Context: an optimization exercise on an open-source flow, tuned for small area and a short achievable clock period. The choices shown serve that exercise and are no tape-out recipe. No run shown here included a check of the RTL's function; only the layout flow was run. No activity file was given, so power comes from the tool's default toggle rates.

## flow/design.v (module list and top-level ports; edited modules follow where they fit)
// module mul32_pipe: 2131 lines
// module mul_fa: 6 lines
// module mul_xor2: 5 lines
// module mul_maj3: 5 lines
// module mul_ha: 6 lines
module mul32_pipe(clk, rst, in_valid, a, b, out_valid, p);
  // ...
==> flow/flow/run.sh <==
#!/bin/bash
# Own layout flow: the standard ORFS flow (standard.sh), unchanged except that the
# port buffers that global placement inserts on every input and output use a plain buffer
# (buf_4) instead of the delay cell buffer_ports picks by default.
set -euo pipefail
export BUFFER_PORTS_ARGS="-buffer_cell sky130_fd_sc_hd__buf_4"
bash standard.sh finish > standard_flow.log 2>&1
==> flow/standard.sh <==
#!/bin/bash
# synth_recipe.tcl (not shown) runs the flow's synth.tcl, then flattens the netlist and writes it again
# the make line also repeats each setting of config.mk as NAME=value (left out here)
make -C /OpenROAD-flow-scripts/flow DESIGN_CONFIG=/design/flow/config.mk WORK_HOME=/design/flow/orfs CLKGATE_MAP_FILE= SYNTH_SCRIPT=/design/flow/synth_recipe.tcl "${@:-finish}"
==> flow/config.mk <==
export PLATFORM = sky130hd
export DESIGN_NAME = mul32_pipe
export DESIGN_NICKNAME = mul32_pipe
export VERILOG_FILES = /design/flow/design.v
export SDC_FILE = /design/flow/constraint.sdc
export NUM_CORES = 4
export LEC_CHECK = 0
export ABC_AREA = 1
export CAP_MARGIN = 20
export CORE_MARGIN = 2
export CORE_UTILIZATION = 40
export GPL_TIMING_DRIVEN = 0
export SLEW_MARGIN = 20
export SYNTH_HIERARCHICAL = 1
==> flow/constraint.sdc <==
create_clock -name core_clock -period 2.5 [get_ports {clk}]
set_input_delay 0.5000 -clock core_clock [delete_from_list [all_inputs] [get_ports {clk}]]
set_output_delay 0.5000 -clock core_clock [all_outputs]
set_load 0.01 [all_outputs]
==> reports/qor.yml, run 1 <==
hold_end: "vpipe[1]"
clk_share: 0.0503
power_mw: 60.0
setup_violations: 35
reg_top3: "rk1 x306, rk2 x137, rk3 x64"
yosys-mux-area-fraction: 0
setup_slack_ns: -0.111
status: "finished with violations"
clk_root_buffer_cell: "clkbuf_16"
ys_seq_elements: 510
placed_cell_area_um2: 36700
portBuffers: 129
grt_pass1_wl_um: 169000
multi_input_cells: 2250
failed_checks: "negative setup slack"
postSynthAreaPerCell_um2: 10.4
use_met3: 0.0733
r2r-start: "rk2[61]"
power_density_nw_per_um2: 1490
synth_top_family_by_area: "adder cells"
die-height_um: 294
wl_met1_um: 47200
multi_input_area_um2: 22900
pg_seq_mw: 14.5
hold_depth: 2
==> inputs of run 2 (changes only) <==
--- a/flow/config.mk
+++ b/flow/config.mk
@@ -11,3 +11,3 @@
 export CORE_UTILIZATION = 40
-export GPL_TIMING_DRIVEN = 0
+export SETUP_SLACK_MARGIN = 0.25
 export SLEW_MARGIN = 20
==> run 2 against run 1 <==
Net effect: the run now finishes clean; clock-buffer cell count is 1 lower; final cell count rose by 2.5%; sequential cell count unchanged; core utilization is 4.3 points higher; power is 0.89% lower; critical path depth is 2 higher; register-to-register slack gained 0.17 ns; die area did not move; hold slack improved by 0.010 ns; synthesized area unchanged; design area grew 8.9%; critical path type unchanged; critical endpoint is now rk3[51].
==> reports/qor.yml, run 2 <==
status: "no timing/DRC/antenna violations"
gr-total-overflow: 0
cts_tree: "built"
hold_depth: 3  # +1
synth_edf_count: 0
cp_max_fo: 30
fill_cells: 7324
period_needed_ns: 2.44
drive_above_1_share: 0.312
cts_buffers: 58
cp-end-kind: "register"
setup_violations: 0  # -100%
hold_violations: 0
row_count: 106
crit_top_cell: "nand2_1"
post-dp-hpwl_um: 78500
die-height_um: 294  # unchanged
path_cells: "fa_1 > ha_4 > buf_6 > inv_4 > o21bai_1 > nor2_1 > nand2_1 > a21oi_2 > nand2_4 > buf_12 > nand2_1 > nand2_1 > nand2_1 > nand2_1"
max_cap_violations: 0
core-area_um2: 83600
antenna_found_initial: 4
synth_warnings: 7
via_per_inst: 5.31
synthTopCellsByCount: "527 x xor2_1, 510 x dfxtp_1, 496 x o22ai_1"
crit_family: "adder cells"
largest_reg_flops: 306
rr_worst_depth: 14
gp_congestion: 0.941
area_growth_pct: 30.3
drt_wl_total_um: 105000
yosysUniqueCellTypes: 39
fin_cells: 4726
yosysMostFrequentCell: "xor2_1"
ys.flop_type: "dfxtp_1"
synth_top_cell_by_area: "dfxtp_1"
grt_pass1_wl_um: 161000  # -4.3%
clockBufferDepth: 3
vias: 25100
wl_per_cell_um: 22.3
fmax_mhz: 410
grt_max_degree: 41
drt-initial-drc-count: 1827
initial_utilization: 0.403
worstMarginPinSlew_ns: 0.567
cts_sinks: 510
ir_drop_v: 0.000878
final_common_cell: "xor2_1"
detail-route-antenna-nets: 0
drv_slew: 0
postLayoutCoreUtil: 0.526
rsz0062_at_grt: "yes"
rrSetupSlack_ns: 0.06
min_period_over_period: 0.975
cts-htree-levels: 2
leakage_nw: 19.3
power_density_nw_per_um2: 1350  # -9.0%
reg_top3: "rk1 x306, rk2 x137, rk3 x64"
synth_area_um2: 33700
async_flop_share: 0
drc_errors: 0
clock_latency_ns: 0.64
postSynthAreaPerCell_um2: 10.4  # unchanged
portBuffers: 131  # +1.6%
fin_tns_setup_ns: 0
clk_root_buffer_cell: "clkbuf_16"
critPathSlowestCell: "fa_1"
cp.depth: 14
die_x_um: 294
min_path_type: "input pin to register"
grt_pass1_vias: 26200
criticalPathCategory: "register to register"
slew_headroom: 0.621
power_mw: 59.4  # -0.89%
yosysSeqAreaShare: 0.303
dp_cells: 4601
crit_buf_inv: 3
crit_required_ns: 3.02
worstSetupStartpointType: "register"
die_area_um2: 86600
top_register: "rk1"
yosys-top-cells-area: "dfxtp_1 30%, fa_1 29%, xor2_1 14%"
grt_use_total: 0.246
ys_seq_elements: 510  # unchanged
crit_arrival_ns: 2.95
fin_nets: 4249
num_io_pins: 132
critical-path-max-stage-delay_ns: 0.59
synthCells: 3242
skew_ns: 0.0245
clk_pin_slew_ns: 0.06
first_pass_iters: 5
synth_top_area_share: 0.303
layout_common_cells: "523 x xor2_1, 505 x dfxtp_1, 458 x fa_1, 441 x buf_4, 294 x o22ai_1"
-- run 2: cell count changes in the layout (fill, tap and decap cells not counted), sizes merged, moves of 2 or more --
cell / change
buf: +261
inv: +5
clkinvlp: -4
clkdlybuf4s15: -2
clkbuf: -148
-- run 2: worst paths after layout --
kind                   end  startpoint
setup / recovery   rk3[51]     rk2[60]
hold / removal    vpipe[0]    in_valid
setup reg to reg   rk3[51]     rk2[60]
hold reg to reg    rk2[11]     rk1[14]
-- run 2: layer usage --
metal / part of all wire / wire length (µm) / global-route usage
met1: 0.43 / 45800 / 0.342
met2: 0.46 / 49000 / 0.395
met3: 0.072 / 7590 / 0.0433
met4: 0.028 / 2970 / 0.0712
met5: 0.00044 / 46 / 0
-- run 2: repair_timing --
action | in CTS | in global routing
hold buffers | 1 | 0
setup buffers | 4 | 12
setup endpoints to repair | 48 | 43
resized for setup | 53 | 103
pin swaps | 17 | 30
gates cloned | 1 | 1
hold endpoints to repair | 3 | 0
-- run 2: area by class of cell --
class / count / area, µm² / area share
inverters: 230 / 866 / 0.0197
well taps: 1080 / 1350 / 0.0308
clock inverters: 28 / 405 / 0.00923
clock buffers: 77 / 1650 / 0.0377
multi-input cells: 2251 / 24000 / 0.547
diodes: 1 / 2.50 / 0.0000570
flip-flops and latches: 510 / 10200 / 0.233
repair buffers: 549 / 5410 / 0.123
-- run 2: cell families after synthesis --
logic type                 after synthesis  synth area share
AOI/OAI and AO/OA                      601             0.110
adders and majority gates              582             0.326
xor gates and xnor gates               533             0.138
and+or+nand+nor                        518            0.0632
DFF                                    510             0.303
buffers and inverters                  497            0.0594
other                                    1          0.000111
-- run 2: worst reg2reg max path, delay by kind of cell (launching register included) --
family,cells,cell delay (ns)
AO/OA/AOI/OAI,2,0.20
AND/OR/NAND/NOR,7,0.67
adder cells (fa/ha/maj),2,0.82
flip-flops,1,0.32
buffers and inverters,3,0.34
-- run 2: stage by stage --
step	hold WS (ns)	setup slack (ns)	cell area, µm²
after detailed placement	0.312	-0.329	41000
after CTS	0.0387	0.0293	43300
after global routing	0.0473	-0.0990	43900
after global placement	0.311	-0.300	41000
after floorplan	0.310	0.0404	36400
final	0.0665	0.0623	43900
-- run 2: per-module statistics from Yosys (local to each module, per instance) --
module,cells,times used,flip-flops and latches
mul_fa,1,492,0
mul_ha,1,34,0
mul32_pipe,2716,1,510
-- run 2: where the power goes --
part | switching (mW) | internal (mW) | total [mW] | leakage, nW
Combinational | 19.3 | 16.2 | 35.5 | 14.0
Clock | 3.62 | 5.58 | 9.20 | 1.01
Sequential | 2.02 | 12.7 | 14.7 | 4.30
Total | 25.0 | 34.4 | 59.4 | 19.3
==> inputs of run 3 (changes only) <==
--- a/flow/config.mk
+++ b/flow/config.mk
@@ -8,7 +8,6 @@
 export ABC_AREA = 1
-export CAP_MARGIN = 20
+export CAP_MARGIN = 5
 export CORE_MARGIN = 2
 export CORE_UTILIZATION = 40
-export SETUP_SLACK_MARGIN = 0.25
-export SLEW_MARGIN = 20
+export SLEW_MARGIN = 5
 export SYNTH_HIERARCHICAL = 1
==> run 3 against run 2 <==
Net effect: critical path type unchanged; clock power grew 3.7%; still clean; largest power group unchanged; core utilization shrank 3.0 points; setup slack lost 0.032 ns; sequential cell count is the same; die area is the same; global-route usage grew 0.069 points; highest routed layer unchanged.
==> reports/qor.yml, run 3 <==
status: "no timing/DRC/antenna violations"
drt-initial-drc-count: 2409  # +32%
fin_cells: 4623  # -2.2%
gr-total-overflow: 0  # unchanged
grt_pass1_wl_um: 161000  # +0.14%
synth_warnings: 7  # unchanged
setup_slack_ns: 0.0305  # -0.0317 ns
worstMarginPinSlew_ns: 0.721  # +0.154 ns
antenna_found_initial: 8  # +4
wl_per_cell_um: 22.9  # +2.8%
max_cap_violations: 0  # unchanged
rsz0062_at_grt: "yes"
min_path_type: "input pin to register"
die_area_um2: 86600  # unchanged
hold_path_startpoint: "in_valid"
die-height_um: 294  # unchanged
gp_congestion: 0.919  # -2.3%
initial_utilization: 0.403  # unchanged
clockBufferDepth: 3  # unchanged
fmax_mhz: 405  # -1.3%
crit_top_cell: "nand2_1"
synth_top_cell_by_area: "dfxtp_1"
synth_area_um2: 33700  # unchanged
dp_cells: 4511  # -2.0%
r2r-start: "rk2[21]"
grt_use_total: 0.247  # +0.000686
slew_headroom: 0.519  # -0.102
clock_latency_ns: 0.64  # about the same
use_met3: 0.0726  # +0.0293
postLayoutCoreUtil: 0.495  # -0.0303
async_flop_share: 0  # unchanged
power_density_nw_per_um2: 1430  # +5.5%
crit_family: "adder cells"
post-dp-hpwl_um: 75200  # -4.2%
setup_violations: 0  # unchanged
largest_reg_flops: 306  # unchanged
yosysMostFrequentCell: "xor2_1"
synth_top_area_share: 0.303  # unchanged
skew_ns: 0.0306  # +0.00607 ns
row_count: 106  # unchanged
cts_tree: "built"
cts_sinks: 510  # unchanged
use_met1: 0.327  # -0.0151
postSynthAreaPerCell_um2: 10.4  # unchanged
ys_seq_elements: 510  # unchanged
die_x_um: 294  # unchanged
layout_common_cells: "527 x xor2_1, 507 x dfxtp_1, 491 x fa_1, 460 x o22ai_1, 353 x buf_4"
hold_depth: 3  # unchanged
drv_slew: 0  # unchanged
drive_above_1_share: 0.204  # -0.108
r2r-end: "rk3[32]"
period_needed_ns: 2.47  # +0.0317 ns
critPathSlowestCell: "fa_2"
critical-path-max-stage-delay_ns: 0.52  # -0.07 ns
crit_arrival_ns: 3.01  # +0.06 ns
synthCells: 3242  # unchanged
reg_top3: "rk1 x306, rk2 x137, rk3 x64"
clk_pin_slew_ns: 0.06  # about the same
hold_ws_ns: 0.0756  # +0.00913 ns
cp_max_fo: 4  # -87%
grt_util_met2: 0.383  # -0.0116
portBuffers: 131  # unchanged
hold_end: "vpipe[0]"
top_register: "rk1"
detail-route-antenna-nets: 0  # unchanged
clk_root_buffer_cell: "clkbuf_16"
busiest_layer: "met2"
yosysSeqAreaShare: 0.303  # unchanged
yosys-top-cells-area: "dfxtp_1 30%, fa_1 29%, xor2_1 14%"
min_period_over_period: 0.988  # +0.0127
num_io_pins: 132  # unchanged
path_cells: "ha_1 > ha_4 > nand2_1 > nor2_2 > inv_1 > nor2_1 > nand2_1 > nand3_4 > nand2_4 > nand2_8 > inv_4 > fa_2 > inv_2"
cts_buffers: 57  # -1.7%
cts-htree-levels: 2  # unchanged
crit_buf_inv: 3  # unchanged
final_common_cell: "xor2_1"
drc_errors: 0  # unchanged
yosysUniqueCellTypes: 39  # unchanged
synthTopCellsByCount: "527 x xor2_1, 510 x dfxtp_1, 496 x o22ai_1"
criticalPathCategory: "register to register"
hold_violations: 0  # unchanged
dp_slack_ns: -0.242  # +0.0864 ns
synth_edf_count: 0  # unchanged
cp-end-kind: "register"
first_pass_iters: 5  # unchanged
fin_nets: 4144  # -2.5%
drt_wl_total_um: 106000  # +0.53%
ys.flop_type: "dfxtp_1"
fill_cells: 7565  # +3.3%
vias: 25400  # +1.1%
grt_max_degree: 37  # -9.8%
ir_drop_v: 0.000859  # -2.2%
grt_pass1_vias: 26500  # +1.0%
area_growth_pct: 22.8
crit_required_ns: 3.04  # +0.02 ns
via_per_inst: 5.49  # +3.3%
leakage_nw: 18.3  # -5.0%
rrSetupSlack_ns: 0.03  # -0.03 ns
worstSetupStartpointType: "register"
core-area_um2: 83600  # unchanged
rr_worst_depth: 13  # -1
## run 3: cell types whose count changed in the layout (fill, tap and decap cells not counted), moves of 29 or more
cell     change
buf_4       -88
nor2_1      +29
o22ai_1    +166
nand2_1     +34
o22ai_2    -166
fa_1        +33
fa_2        -33
## run 3: modules after synthesis, one instance, submodules excluded
module | area [µm²] | times used | cells inside
mul32_pipe | 23400 | 1 | 2716
mul_fa | 20.0 | 492 | 1
mul_ha | 12.5 | 34 | 1
## run 3: per-stage QoR
stage / cell area [µm²] / total power, mW / setup TNS (ns)
floorplan: 34300 / 35.0 / -0.501
global placement: 38700 / 46.5 / -29.17
detailed placement: 38700 / 47.0 / -32.54
CTS: 40900 / 57.1 / 0
global route: 41400 / 64.8 / -0.225
finish: 41400 / 59.1 / 0
## run 3: layer usage
layer	routed length (µm)	share of wire
met4	4180	0.039
met1	42600	0.40
met5	96	0.00091
met3	11200	0.11
met2	47900	0.45
## run 3: power by group
part,total [mW],switching (mW),internal [mW]
sequential,14.7,2.02,12.7
clock,9.54,3.65,5.89
combinational,34.8,19.3,15.5
## run 3: cell families (layout without fill, tap and decap cells)
group           after synthesis  in the layout  share of synthesized area
compound gates              601            601                      0.110
fa+ha+maj                   582            582                      0.326
buf+inv                     497            781                     0.0594
simple gates                518            518                     0.0632
xor+xnor                    533            533                      0.138
flops                       510            510                      0.303
other cells                   1             18                   0.000111
## run 3: repair_timing
item	in CTS	in global routing
endpoints found under the setup margin	36	37
endpoints found under the hold margin	1	0
gates resized for setup	9	90
hold buffers	1	0
gates cloned	0	1
buffers inserted	0	3
pin swaps	2	19
## run 3: cell type report
cell class	count	area [µm²]	area share
Inverter	230	866	0.0209
Timing Repair Buffer	446	4480	0.108
Multi-Input combinational cell	2250	22400	0.540
Tap cell	1080	1350	0.0326
Clock inverter	29	513	0.0124
Sequential cell	510	10200	0.247
Antenna cell	2	5.00	0.000121
Clock buffer	76	1620	0.0391
## run 3: worst max-delay path by stage
stage	cells past startpoint	to	slack [ns]	from
after global routing	13	rk3[32]	-0.06	rk2[21]
after floorplan	9	rk1[88]	-0.02	b[3]
final	13	rk3[32]	0.03	rk2[21]
after detailed placement	9	rk1[214]	-0.24	b[13]
after global placement	9	rk1[81]	-0.22	b[10]
after CTS	11	rk3[33]	0.004	rk2[9]
## run 3: tightest hold or removal path: cells and delay by family
kind / cells / cell delay, ns
AND/OR/NAND/NOR: 1 / 0.08
buffers and inverters: 2 / 0.10

## afterwards: timing with drivers on the ports
No port has a modelled driver above. Below, the same layouts with a new extraction and two added sets of constraints.
Step 1 assumes that a clkbuf_16 drives the clock port and a buf_2 every other input.
Step 2 adds t to the input delays and takes it off the output delays; t is the mean of the earliest and latest rising clock arrival at the registers after step 1. Input paths then give back, and output paths get back, about the clock's delay inside the block.
a / b / c = ideal / step 1 / step 2; a / b = the first two.
| run | t (ns) | setup slack, ns | worst hold slack (ns) | worst setup path after step 2 | latest minus earliest clock arrival (ns) |
|---|---|---|---|---|---|
| run 1 | 0.678 | -0.111 / -0.111 / -0.723 | 0.056 / 0.016 / 0.326 | input to register | 0.023 / 0.023 |
| run 2 | 0.698 | 0.062 / 0.062 / -0.351 | 0.066 / 0.024 / 0.326 | input to register | 0.030 / 0.030 |
| run 3 | 0.687 | 0.031 / 0.031 / -0.390 | 0.076 / 0.042 / 0.307 | input to register | 0.033 / 0.032 |
Met with ideal ports but missed after step 2: setup timing in run 2 and run 3. The setup slack of run 1, which loses most, moves by 0.000 ns with the drivers and by -0.612 ns with both steps.
